From an optimization exercise on the open Yosys and OpenROAD flow, aimed at small area, a short achievable clock period and few clock cycles; shortcuts taken in it are not production practice.
Function was checked by simulation only, so behaviour that the tests miss may differ from the original.

build 35:
Design kalman_fsm_3d, start of the top module:
module kalman_fsm_3d #(
    parameter DATA_WIDTH = 32,
    parameter K_SCALED = 137
)(
    input  wire clk,
    input  wire rst,
    input  wire start,
    input  wire signed [DATA_WIDTH-1:0] z_in_x,
    input  wire signed [DATA_WIDTH-1:0] z_in_y,
    input  wire signed [DATA_WIDTH-1:0] z_in_z,
    output reg signed [DATA_WIDTH-1:0] x_out_x,
    output reg signed [DATA_WIDTH-1:0] x_out_y,
    output reg signed [DATA_WIDTH-1:0] x_out_z,
    output reg done
);
    reg [31:0] x_state_x, x_state_y, x_state_z;
    reg [31:0] xp_x, xp_y, xp_z;
    reg ready;
    wire [31:0] xpn_x, xpn_y, xpn_z;
    wire [31:0] xn_x, xn_y, xn_z;
    kalman_axis ax (.x(x_state_x), .z(z_in_x), .xp(xp_x), 
                    .xp_next(xpn_x), .x_new(xn_x));
    kalman_axis ay (.x(x_state_y), .z(z_in_y), .xp(xp_y), 
                    .xp_next(xpn_y), .x_new(xn_y));
    kalman_axis az (.x(x_state_z), .z(z_in_z), .xp(xp_z), 
                    .xp_next(xpn_z), .x_new(xn_z));
    wire go = start & ~done & ready;
  ...
Size: about 190 flip-flops, about 0.030 mm2 of cells after synthesis.
export LEC_CHECK = 0
export CAP_MARGIN = 20
export CORE_MARGIN = 2
export CORE_UTILIZATION = 40
export PLACE_DENSITY = 0.6
export SETUP_SLACK_MARGIN = 2.0
export SLEW_MARGIN = 20
create_clock -name core_clock -period 10.0 [get_ports {clk}]
standard.sh (not shown) runs the stock make flow with config.mk's settings and CLKGATE_MAP_FILE= SYNTH_SCRIPT=/design/flow/synth_recipe.tcl, a recipe that flattens the netlist after the stock synthesis.
==> flow/flow/run.sh <==
#!/bin/bash
# The standard layout (the standard.sh: ORFS synthesis to finish, all
# settings from config.mk), except that the port buffers that global
# placement inserts on every input and output are the smallest buffer
# (buf_1) instead of the cell buffer_ports picks by default
# (clkdlybuf4s50_1, a delay cell).  Every port is still buffered.
# ORFS writes each tool's log under orfs/logs/; make's own output goes to
# standard.log here.
set -euo pipefail
export BUFFER_PORTS_ARGS="-buffer_cell sky130_fd_sc_hd__buf_1"
bash standard.sh > standard.log 2>&1
Build 35 | status: complete | timing, DRC, antenna: pass
Testbench counts of build 35, summed over its fixed seeds: cycles 4,088.
The inputs of build 15 differ from those of build 35 as listed below.
==> flow/run.sh (new file) <==
#!/bin/bash
# synth_recipe.tcl (not shown) runs the flow's synth.tcl, then flattens the netlist and writes it again
# the make line also repeats each setting of config.mk as NAME=value (left out here)
make -C /OpenROAD-flow-scripts/flow DESIGN_CONFIG=/design/flow/config.mk WORK_HOME=/design/flow/orfs CLKGATE_MAP_FILE= SYNTH_SCRIPT=/design/flow/synth_recipe.tcl finish
--- a/flow/config.mk
+++ b/flow/config.mk
@@ -6,8 +6,8 @@
 export NUM_CORES = 4
 export LEC_CHECK = 0
+export ABC_CLOCK_PERIOD_IN_PS = 6000
 export CAP_MARGIN = 20
 export CORE_MARGIN = 2
 export CORE_UTILIZATION = 40
 export PLACE_DENSITY = 0.6
-export SETUP_SLACK_MARGIN = 2.0
 export SLEW_MARGIN = 20
removed: flow/flow/run.sh
removed: flow/standard.sh
## What came out
Build 15 completed every stage of the flow, and the final layout passed the timing, DRC and antenna checks.
Build 35 → build 15: register-to-register slack saw a decrease; area share of buffers outside the clock network saw an increase.
Shortest clock period the worst path allows after layout, build 35 and build 15, lower one = build 35.
Build 15 -> build 35: number of placed instances, taps included flat
Number of violations reported at the end of detailed-routing iteration 0 ends up lower on build 15.
The following lists how build 37 was set up differently from build 15:
==> flow/flow/run.sh (new file) <==
#!/bin/bash
# The standard layout (the standard.sh: ORFS synthesis to finish, all
# settings from config.mk), except that the port buffers that global
# placement inserts on every input and output are the smallest buffer
# (buf_1) instead of the cell buffer_ports picks by default
# (clkdlybuf4s50_1, a delay cell).  Every port is still buffered.
# ORFS writes each tool's log under orfs/logs/; make's own output goes to
# standard.log here.
set -euo pipefail
export BUFFER_PORTS_ARGS="-buffer_cell sky130_fd_sc_hd__buf_1"
bash standard.sh > standard.log 2>&1
==> flow/standard.sh (new file) <==
#!/bin/bash
# synth_recipe.tcl (not shown) runs the flow's synth.tcl, then flattens the netlist and writes it again
# the make line also repeats each setting of config.mk as NAME=value (left out here)
make -C /OpenROAD-flow-scripts/flow DESIGN_CONFIG=/design/flow/config.mk WORK_HOME=/design/flow/orfs CLKGATE_MAP_FILE= SYNTH_SCRIPT=/design/flow/synth_recipe.tcl "${@:-finish}"
--- a/flow/config.mk
+++ b/flow/config.mk
@@ -6,5 +6,4 @@
 export NUM_CORES = 4
 export LEC_CHECK = 0
-export ABC_CLOCK_PERIOD_IN_PS = 6000
 export CAP_MARGIN = 20
 export CORE_MARGIN = 2
removed: flow/run.sh
Results
- Build 37 ended with every stage complete and zero timing, DRC or antenna violations.
- From build 37 to build 15, critical-path maximum fanout did not move at all.
- Comparing build 37 against build 15, there is no change at all in critical path depth.
- From build 15 to build 37 the numbers moved as follows: growth of design area from synthesis to finish now smaller; fmax now larger; via count now larger; final RePlAce weighted congestion now smaller.
Relative to build 37, the following input files were edited for build 22:
==> flow/run.sh (new file) <==
#!/bin/bash
# synth_recipe.tcl (not shown) runs the flow's synth.tcl, then flattens the netlist and writes it again
# the make line also repeats each setting of config.mk as NAME=value (left out here)
make -C /OpenROAD-flow-scripts/flow DESIGN_CONFIG=/design/flow/config.mk WORK_HOME=/design/flow/orfs CLKGATE_MAP_FILE= SYNTH_SCRIPT=/design/flow/synth_recipe.tcl finish
removed: flow/flow/run.sh
removed: flow/standard.sh
==> run notes <==
- Compare build 37 and build 22 | via count higher: build 37
- Looking at fraction of cell area in non-clock buffers across build 37 and build 22, the one that comes out higher is build 22.
- Final period demand of the worst path (lower): build 37
- On global-route wire length before repair, build 22 does worse than build 37.
- Between build 37 and build 22, the difference in clock-cell share of area is negligible.
- Build 22 has less setup slack than build 37.
- Reported for build 37 and build 22, number of maximum-capacitance violations turned out identical to the last digit.
- Clock skew: build 22 vs build 37, no meaningful difference
- Re hold slack: build 37 was higher than build 22.
- Build 37 -> build 22: flip-flop and latch count delta 0, exact match
- Looking at post-route cell area, build 22 sits above build 37.

## re-timing with driven ports
How much do the figures lean on ideal ports? The routed layouts below were timed once more, with nothing changed but the port constraints. Step 1 (the two cells are an assumption about what drives the block):
set clk [get_ports {clk}]
set_driving_cell -lib_cell sky130_fd_sc_hd__clkbuf_16 $clk
set_driving_cell -lib_cell sky130_fd_sc_hd__buf_2 [delete_from_list [all_inputs] $clk]
Step 2, shift: input delay + t, output delay - t, t = (earliest + latest rising clock arrival at the registers) / 2. This alone moves slack from input paths to output paths. Three values: ideal ports, drivers, drivers and shift; two values: the first two.
| run | t (ns) | slack for setup (ns) | worst setup path after step 2 | latest minus earliest clock arrival (ns) | worst data-port slew with drivers (ns) |
|---|---|---|---|---|---|
| build 35 | 0.555 | 1.899 / 1.927 / 1.372 | input to register | 0.019 / 0.020 | 0.05 |
| build 15 | 0.522 | 0.703 / 0.730 / 0.208 | input to register | 0.016 / 0.016 | 0.06 |
| build 37 | 0.540 | 0.971 / 0.999 / 0.459 | input to register | 0.018 / 0.018 | 0.06 |
| build 22 | 0.522 | 0.703 / 0.730 / 0.208 | input to register | 0.016 / 0.016 | 0.06 |
After both steps every run listed still meets setup and hold. The setup slack of build 35, which loses most, moves by +0.028 ns with the drivers and by -0.527 ns with both steps.
